From an optimization exercise on the open Yosys and OpenROAD flow, aimed at small area and a short achievable clock period; shortcuts taken in it are not production practice.
At most, simulation tests tie the RTL to the original design; equivalence was not proved.

==> flow/design.v (excerpt) <==
module lab2_pipe (
    input clk,
    input rst,
    input start,
    input [31:0] x,
    output reg rdy,
    output [31:0] y
);
Size in the first run: roughly 2,900 cells after synthesis, ~68 I/O pins.
clock: 15.0 ns
lec_check: 0
cap_margin: 50
core_margin: 2
core_utilization: 40
place_density: 0.6
slew_margin: 75
synth_hierarchical: 1
run.sh (not shown) runs the stock make flow with config.mk's settings and CLKGATE_MAP_FILE= SYNTH_SCRIPT=/design/flow/synth_recipe.tcl, a recipe that flattens the netlist after the stock synthesis.
The first run ran to the end with no violations.
Rerun with:
CAP_MARGIN = 20   (was 50)
SLEW_MARGIN = 90   (was 75)
Outcome: Cell count grows by 16%; non-clock buffer count grows by 641; first-iteration DRC count grows by 17%; register-to-register slack got worse by 9.3 ns; cell area grows by 38%.
Rerun with:
SLEW_MARGIN = 75   (was 90)
Outcome: Via count goes down by 17%; global-route usage goes down by 3.7 points; setup slack improves by 9.3 ns; design area goes down by 28%; die area does not change.
Rerun with:
SLEW_MARGIN = 20   (was 75)
=> Design area is lower by 1.3%; worst setup slack gets worse by 0.38 ns.

---

lab2_pipe, a different RTL version from the one above (not shown whole).
For scale: about 3,000 cells after synthesis, roughly 320 flip-flops, roughly 68 I/O pins, roughly 30,000 µm² of cells after synthesis.
export LEC_CHECK = 0
export CAP_MARGIN = 20
export CORE_MARGIN = 2
export CORE_UTILIZATION = 40
export CTS_CLUSTER_DIAMETER = 80
export CTS_CLUSTER_SIZE = 22
export PLACE_DENSITY = 0.6
export SLEW_MARGIN = 80
export SYNTH_HIERARCHICAL = 1
create_clock -name core_clock -period 15.0 [get_ports {clk}]
standard.sh (not shown) runs the stock make flow with config.mk's settings and CLKGATE_MAP_FILE= SYNTH_SCRIPT=/design/flow/synth_recipe.tcl, a recipe that flattens the netlist after the stock synthesis.
==> flow/flow/run.sh <==
#!/bin/bash
set -euo pipefail
export BUFFER_PORTS_ARGS="-buffer_cell sky130_fd_sc_hd__buf_2"
bash standard.sh > standard_flow.log 2>&1
Next try:
CORE_UTILIZATION = 60   (was 40)
PLACE_DENSITY = 0.75   (was 0.6)
SLEW_MARGIN = 75   (was 80)
Worst setup slack is worse by 0.070 ns.
Wire length went down by 2.5%.
Cell count falls by 9.0%.
Register-to-register slack gets worse by 0.07 ns.
Worst hold slack stays flat.
Global-route usage increases by 10 points.
Fmax drops by 1.6%.
Area after synthesis is unchanged.
Next try:
==> flow/run.sh (new file) <==
#!/bin/bash
# synth_recipe.tcl (not shown) runs the flow's synth.tcl, then flattens the netlist and writes it again
# the make line also repeats each setting of config.mk as NAME=value (left out here)
make -C /OpenROAD-flow-scripts/flow DESIGN_CONFIG=/design/flow/config.mk WORK_HOME=/design/flow/orfs CLKGATE_MAP_FILE= SYNTH_SCRIPT=/design/flow/synth_recipe.tcl finish
CORE_UTILIZATION = 40   (was 60)
CTS_CLUSTER_DIAMETER = default   (was 80)
CTS_CLUSTER_SIZE = default   (was 22)
PLACE_DENSITY = 0.6   (was 0.75)
SLEW_MARGIN = 20   (was 75)
removed: flow/flow/run.sh
removed: flow/standard.sh
Routed wire length goes up by 2.4%.
Sequential share of layout area goes down by 1.0 points.
Die area goes up by 49%.
Final cell count goes up by 9.6%.
Register-to-register slack gets worse by 0.32 ns.
Worst hold slack gets worse by 0.014 ns.
Synthesized area is unchanged.
Utilization goes down by 21 points.

---

lab2_pipe, a different RTL version from the one above (not shown whole).
For scale: about 2900 cells after synthesis, roughly 68 I/O pins, ~30000 um^2 of cells after synthesis.
==> flow/config.mk <==
export PLATFORM = sky130hd
export DESIGN_NAME = lab2_pipe
export DESIGN_NICKNAME = lab2_pipe
export VERILOG_FILES = /design/flow/design.v
export SDC_FILE = /design/flow/constraint.sdc
export NUM_CORES = 4
export LEC_CHECK = 0
export CAP_MARGIN = 20
export CORE_MARGIN = 2
export CORE_UTILIZATION = 60
export CTS_CLUSTER_DIAMETER = 80
export CTS_CLUSTER_SIZE = 22
export PLACE_DENSITY = 0.75
export SLEW_MARGIN = 75
export SYNTH_HIERARCHICAL = 1
==> flow/constraint.sdc <==
create_clock -name core_clock -period 15.0 [get_ports {clk}]
set_input_delay 3.0000 -clock core_clock [delete_from_list [all_inputs] [get_ports {clk}]]
set_output_delay 3.0000 -clock core_clock [all_outputs]
set_load 0.01 [all_outputs]
==> flow/flow/run.sh <==
#!/bin/bash
set -euo pipefail
export BUFFER_PORTS_ARGS="-buffer_cell sky130_fd_sc_hd__buf_2"
bash standard.sh > standard_flow.log 2>&1
Change:
--- a/flow/config.mk
+++ b/flow/config.mk
@@ -8,8 +8,9 @@
 export CAP_MARGIN = 20
 export CORE_MARGIN = 2
-export CORE_UTILIZATION = 60
-export CTS_CLUSTER_DIAMETER = 80
-export CTS_CLUSTER_SIZE = 22
-export PLACE_DENSITY = 0.75
+export CORE_UTILIZATION = 40
+export CTS_BUF_LIST = sky130_fd_sc_hd__clkbuf_8
+export CTS_CLUSTER_DIAMETER = 60
+export CTS_CLUSTER_SIZE = 16
+export PLACE_DENSITY = 0.6
 export SLEW_MARGIN = 75
 export SYNTH_HIERARCHICAL = 1
Critical path depth decreases by 13.
Sequential share of layout area decreases by 0.39 points.
Die area increases by well over a third.
Clock-buffer cell count increases by 14.
Via count decreases by a few percent.
Utilization decreases by 21 points.
Change:
--- a/flow/config.mk
+++ b/flow/config.mk
@@ -9,7 +9,6 @@
 export CORE_MARGIN = 2
 export CORE_UTILIZATION = 40
-export CTS_BUF_LIST = sky130_fd_sc_hd__clkbuf_8
-export CTS_CLUSTER_DIAMETER = 60
-export CTS_CLUSTER_SIZE = 16
+export CTS_CLUSTER_DIAMETER = 50
+export CTS_CLUSTER_SIZE = 40
 export PLACE_DENSITY = 0.6
 export SLEW_MARGIN = 75
Design area goes up by 2.2%.
Worst setup slack gets better by 52 ps.
No run of this note included a check of the RTL's function; only the layout flow was run.

---

lab2_pipe with an RTL version that a note above also has.
For scale: ~320 flip-flops, about 30000 sq um of cells after synthesis.
Settings: LEC_CHECK=0, CAP_MARGIN=20, CORE_MARGIN=2, CORE_UTILIZATION=40, CTS_CLUSTER_DIAMETER=80, CTS_CLUSTER_SIZE=22, PLACE_DENSITY=0.6, SLEW_MARGIN=75, SYNTH_HIERARCHICAL=1; clock period 15.0 ns.
run.sh (not shown) runs the stock make flow with config.mk's settings and CLKGATE_MAP_FILE= SYNTH_SCRIPT=/design/flow/synth_recipe.tcl, a recipe that flattens the netlist after the stock synthesis.
Stock flow here: none of the scripts above is used.
Change:
==> flow/flow/run.sh (new file) <==
#!/bin/bash
set -euo pipefail
export BUFFER_PORTS_ARGS="-buffer_cell sky130_fd_sc_hd__buf_2"
bash standard.sh > standard_flow.log 2>&1
==> flow/standard.sh (new file) <==
#!/bin/bash
# synth_recipe.tcl (not shown) runs the flow's synth.tcl, then flattens the netlist and writes it again
# the make line also repeats each setting of config.mk as NAME=value (left out here)
make -C /OpenROAD-flow-scripts/flow DESIGN_CONFIG=/design/flow/config.mk WORK_HOME=/design/flow/orfs CLKGATE_MAP_FILE= SYNTH_SCRIPT=/design/flow/synth_recipe.tcl "${@:-finish}"
Settings changed: SLEW_MARGIN 75 to 65.
removed: flow/run.sh
Setup slack gets better by 0.13 ns.
Clock-buffer cell count rose by 5.
Die area stays the same.
Synthesized cell count stays the same.
Routed wire length rose slightly.
Final area fell slightly.
Area after synthesis is unchanged.
Global-route usage hardly moves.
Hold slack gets better by 0.0031 ns.
Change:
==> flow/run.sh (new file) <==
#!/bin/bash
# synth_recipe.tcl (not shown) runs the flow's synth.tcl, then flattens the netlist and writes it again
# the make line also repeats each setting of config.mk as NAME=value (left out here)
make -C /OpenROAD-flow-scripts/flow DESIGN_CONFIG=/design/flow/config.mk WORK_HOME=/design/flow/orfs CLKGATE_MAP_FILE= SYNTH_SCRIPT=/design/flow/synth_recipe.tcl finish
Settings changed: CTS_CLUSTER_DIAMETER 80 to not set, CTS_CLUSTER_SIZE 22 to not set, SLEW_MARGIN 65 to 75.
removed: flow/flow/run.sh
removed: flow/standard.sh
The new run finished with timing, DRC and antenna clean.
Clock-buffer cell count grows by 22.
Via count grows by 1.8%.
Non-clock buffer count grows by 8.
Setup slack degrades by 0.091 ns.
Sequential cell count is unchanged.
Fmax shrinks by 2.0%.
Final area grows by 3.0%.
Worst hold slack degrades by 0.0035 ns.
Utilization grows by 1.3 points.
Wire length grows by 0.88%.
Change:
==> flow/flow/run.sh (new file) <==
#!/bin/bash
set -euo pipefail
export BUFFER_PORTS_ARGS="-buffer_cell sky130_fd_sc_hd__buf_2"
bash standard.sh > standard_flow.log 2>&1
==> flow/standard.sh (new file) <==
#!/bin/bash
# synth_recipe.tcl (not shown) runs the flow's synth.tcl, then flattens the netlist and writes it again
# the make line also repeats each setting of config.mk as NAME=value (left out here)
make -C /OpenROAD-flow-scripts/flow DESIGN_CONFIG=/design/flow/config.mk WORK_HOME=/design/flow/orfs CLKGATE_MAP_FILE= SYNTH_SCRIPT=/design/flow/synth_recipe.tcl "${@:-finish}"
Settings changed: CTS_CLUSTER_DIAMETER set to 80, CTS_CLUSTER_SIZE set to 22.
removed: flow/run.sh
Non-clock buffer count falls by 1; global-route usage falls by 0.32 points.

---

Another version of the RTL of lab2_pipe (not shown whole).
Size in the first run: ~2900 cells after synthesis, roughly 68 I/O pins.
==> flow/config.mk <==
export PLATFORM = sky130hd
export DESIGN_NAME = lab2_pipe
export DESIGN_NICKNAME = lab2_pipe
export VERILOG_FILES = /design/flow/design.v
export SDC_FILE = /design/flow/constraint.sdc
export NUM_CORES = 4
export LEC_CHECK = 0
export CAP_MARGIN = 20
export CORE_MARGIN = 2
export CORE_UTILIZATION = 60
export CTS_CLUSTER_DIAMETER = 80
export CTS_CLUSTER_SIZE = 22
export PLACE_DENSITY = 0.7
export SLEW_MARGIN = 75
export SYNTH_HIERARCHICAL = 1
==> flow/constraint.sdc <==
create_clock -name core_clock -period 15.0 [get_ports {clk}]
set_input_delay 3.0000 -clock core_clock [delete_from_list [all_inputs] [get_ports {clk}]]
set_output_delay 3.0000 -clock core_clock [all_outputs]
set_load 0.01 [all_outputs]
standard.sh (not shown) runs the stock make flow with config.mk's settings and CLKGATE_MAP_FILE= SYNTH_SCRIPT=/design/flow/synth_recipe.tcl, a recipe that flattens the netlist after the stock synthesis.
==> flow/flow/run.sh <==
#!/bin/bash
set -euo pipefail
export BUFFER_PORTS_ARGS="-buffer_cell sky130_fd_sc_hd__buf_2"
bash standard.sh > standard_flow.log 2>&1
Edit:
CORE_UTILIZATION = 40   (was 60)
CTS_BUF_LIST = sky130_fd_sc_hd__clkbuf_8   (was unset)
CTS_CLUSTER_DIAMETER = 60   (was 80)
CTS_CLUSTER_SIZE = 16   (was 22)
PLACE_DENSITY = 0.6   (was 0.7)
Result: The new run ran to the end with no violations. Final area increases by 0.57%. Count of clock-buffer cells in the layout increases by 6. Routed wire length decreases by 1.3%. Sequential share of layout area decreases by 0.15 points. Cell count increases by 8.9%. Register-to-register slack gains 0.04 ns. Clock skew increases by 0.026 ns.
Edit:
CTS_BUF_LIST = unset   (was sky130_fd_sc_hd__clkbuf_8)
CTS_CLUSTER_DIAMETER = 80   (was 60)
CTS_CLUSTER_SIZE = 22   (was 16)
PLACE_DENSITY = 0.7   (was 0.6)
SLEW_MARGIN = 70   (was 75)
After rerunning:
- clock-buffer cell count goes down by 8
- cell area goes down by 0.69%
- utilization goes down by 0.30 points
- sequential share of layout area hardly moves
- routed wire length goes down by 2.7%
Edit:
CTS_CLUSTER_DIAMETER = 60   (was 80)
CTS_CLUSTER_SIZE = 30   (was 22)
PLACE_DENSITY = 0.6   (was 0.7)
SLEW_MARGIN = 75   (was 70)
Effect: The new run ran to the end with no violations. Via count is lower by 1.4%. Cell count goes up by 0.85%. Global-route usage is higher by 0.66 points. Clock-buffer cell count rises by 10.
Edit:
CORE_UTILIZATION = 60   (was 40)
CTS_CLUSTER_DIAMETER = 80   (was 60)
CTS_CLUSTER_SIZE = 22   (was 30)
PLACE_DENSITY = 0.75   (was 0.6)
After rerunning:
- routed wire length goes up by 0.91%
- global-route usage rises by 10 points
- setup slack gains 0.019 ns
- register-to-register slack improves by 0.04 ns

---

== R ==
lab2_pipe, a different RTL version from the one above (not shown whole).
For scale: roughly 290 flip-flops, roughly 68 I/O pins, ~29,000 um2 of cells after synthesis.
==> flow/config.mk <==
export PLATFORM = sky130hd
export DESIGN_NAME = lab2_pipe
export DESIGN_NICKNAME = lab2_pipe
export VERILOG_FILES = /design/flow/design.v
export SDC_FILE = /design/flow/constraint.sdc
export NUM_CORES = 4
export LEC_CHECK = 0
export CAP_MARGIN = 20
export CORE_MARGIN = 2
export CORE_UTILIZATION = 40
export PLACE_DENSITY = 0.6
export SLEW_MARGIN = 82
export SYNTH_HIERARCHICAL = 1
==> flow/constraint.sdc <==
create_clock -name core_clock -period 15.0 [get_ports {clk}]
set_input_delay 3.0000 -clock core_clock [delete_from_list [all_inputs] [get_ports {clk}]]
set_output_delay 3.0000 -clock core_clock [all_outputs]
set_load 0.01 [all_outputs]
run.sh (not shown) runs the stock make flow with config.mk's settings and CLKGATE_MAP_FILE= SYNTH_SCRIPT=/design/flow/synth_recipe.tcl, a recipe that flattens the netlist after the stock synthesis.
Stock flow here: none of the scripts above is used.
R completed; timing, DRC and antenna clean
Modified inputs, P compared to R
- SLEW_MARGIN changed from 82 to 75
Compared to R, P has total number of cells along the worst setup path 3 lower. Between R and P, the met1 track utilization from global routing does not differ in any meaningful way. Looking at number of filler instances in the final layout, P sits 97 above R. [P] pre-CTS worst setup slack rose 0.95 ns relative to R. Going from R to P, via count moved down, number of inserted diodes -1, final critical-path share of the clock period went down 6.5 points, layout overhead on the synthesized area decreased by 3.6 points relative to the old numbers, final standard cell count with taps included and fillers excluded went down 1.0%. Where wire length is concerned, R is outperformed by P. Looking at the reports, P completed the entire flow and the layout it produced met the timing, DRC and antenna checks.
No run of this note included a check of the RTL's function; only the layout flow was run.

---

lab2_pipe, a different RTL version from the one above (not shown whole).
Size: roughly 3000 cells after synthesis, about 350 flip-flops, about 68 I/O pins, roughly 31000 um2 of cells after synthesis.
==> flow/config.mk <==
export PLATFORM = sky130hd
export DESIGN_NAME = lab2_pipe
export DESIGN_NICKNAME = lab2_pipe
export VERILOG_FILES = /design/flow/design.v
export SDC_FILE = /design/flow/constraint.sdc
export NUM_CORES = 4
export LEC_CHECK = 0
export CAP_MARGIN = 20
export CORE_MARGIN = 2
export CORE_UTILIZATION = 40
export CTS_CLUSTER_DIAMETER = 80
export CTS_CLUSTER_SIZE = 22
export PLACE_DENSITY = 0.6
export SLEW_MARGIN = 75
export SYNTH_HIERARCHICAL = 1
==> flow/constraint.sdc <==
create_clock -name core_clock -period 15.0 [get_ports {clk}]
set_input_delay 3.0000 -clock core_clock [delete_from_list [all_inputs] [get_ports {clk}]]
set_output_delay 3.0000 -clock core_clock [all_outputs]
set_load 0.01 [all_outputs]
standard.sh (not shown) runs the stock make flow with config.mk's settings and CLKGATE_MAP_FILE= SYNTH_SCRIPT=/design/flow/synth_recipe.tcl, a recipe that flattens the netlist after the stock synthesis.
Scripts as last shown in full above: flow/flow/run.sh
Rerun with:
- CTS_BUF_LIST: not set -> sky130_fd_sc_hd__clkbuf_8
- CTS_CLUSTER_DIAMETER: 80 -> 60
- CTS_CLUSTER_SIZE: 22 -> 16
=> The new run completed without violations. Area after synthesis stays the same. Die area stays the same. Cell area shrinks by about 0.7%. Setup slack loses 18 ps. Core utilization fell by 0.33 points. Synthesized cell count does not change. First-iteration DRC count fell by about 5%. Routed wire length hardly moves. Fmax goes down by 0.43%.

==> port drivers added, routing unchanged <==
The results above use ideal ports. As a check the final layouts listed here were re-extracted and re-timed, cells and wires unchanged.
Step 1 sets driving cells, clkbuf_16 on the clock port and buf_2 on the other inputs (assumed; they add their load-dependent delay and slew).
Step 2 adds t to the input delays and takes it off the output delays; t is the mean of the earliest and latest rising clock arrival at the registers after step 1. Input paths then give back, and output paths get back, about the clock's delay inside the block.
a / b / c = no drivers / after step 1 / after step 2; a / b = the first two.
| run | t, ns | slack for setup (ns) | worst setup path at the end | clock arrival spread, ns | pins driven straight from the clock port |
|---|---|---|---|---|---|
| the first run of note 1 | 0.595 | 9.859 / 9.859 / 9.859 | register to register | 0.033 / 0.033 | 1 |
| the second run of note 1 | 0.624 | 0.594 / 0.594 / 0.594 | register to register | 0.024 / 0.024 | 1 |
| the third run of note 1 | 0.595 | 9.859 / 9.859 / 9.859 | register to register | 0.033 / 0.033 | 1 |
| the fourth run of note 1 | 0.602 | 9.475 / 9.475 / 9.475 | register to register | 0.026 / 0.026 | 1 |
| the first run of note 2 | 0.656 | 10.630 / 10.630 / 10.630 | register to register | 0.022 / 0.022 | 1 |
| the second run of note 2 | 0.617 | 10.560 / 10.560 / 10.560 | register to register | 0.038 / 0.039 | 1 |
| the third run of note 2 | 0.627 | 10.244 / 10.244 / 9.722 | input to register | 0.034 / 0.034 | 1 |
| the first run of note 3 | 0.619 | 10.906 / 10.906 / 10.825 | input to register | 0.025 / 0.024 | 1 |
| the second run of note 3 | 0.696 | 10.852 / 10.791 / 10.889 | input to register | 0.090 / 0.089 | 1 |
| the third run of note 3 | 0.653 | 10.904 / 10.872 / 10.853 | input to register | 0.034 / 0.034 | 1 |
| the first run of note 4 | 0.627 | 10.505 / 10.445 / 10.241 | input to register | 0.058 / 0.058 | 1 |
| the second run of note 4 | 0.655 | 10.637 / 10.637 / 10.637 | register to register | 0.057 / 0.057 | 1 |
| the third run of note 4 | 0.615 | 10.546 / 10.484 / 10.263 | input to register | 0.045 / 0.045 | 1 |
| the fourth run of note 4 | 0.660 | 10.729 / 10.729 / 10.729 | register to register | 0.058 / 0.058 | 1 |
| the first run of note 5 | 0.633 | 10.961 / 10.900 / 10.941 | input to register | 0.027 / 0.027 | 1 |
| the second run of note 5 | 0.672 | 10.899 / 10.837 / 10.858 | input to register | 0.046 / 0.047 | 1 |
| the third run of note 5 | 0.643 | 10.905 / 10.835 / 10.951 | register to register | 0.049 / 0.049 | 1 |
| the fourth run of note 5 | 0.629 | 10.977 / 10.904 / 10.832 | input to register | 0.031 / 0.031 | 1 |
| the fifth run of note 5 | 0.603 | 10.996 / 10.944 / 10.902 | input to register | 0.037 / 0.038 | 1 |
| R | 0.619 | 8.619 / 8.619 / 8.619 | register to register | 0.037 / 0.037 | 1 |
| P | 0.611 | 9.599 / 9.599 / 9.599 | register to register | 0.035 / 0.035 | 1 |
| the first run of note 7 | 0.659 | 10.894 / 10.831 / 10.981 | input to register | 0.048 / 0.048 | 1 |
| the second run of note 7 | 0.674 | 10.877 / 10.818 / 10.971 | input to register | 0.063 / 0.064 | 1 |
After both steps setup and hold are still met in every run listed. For the third run of note 2, which loses most, drivers alone change the setup slack by 0.000 ns; drivers and shift together by -0.522 ns.
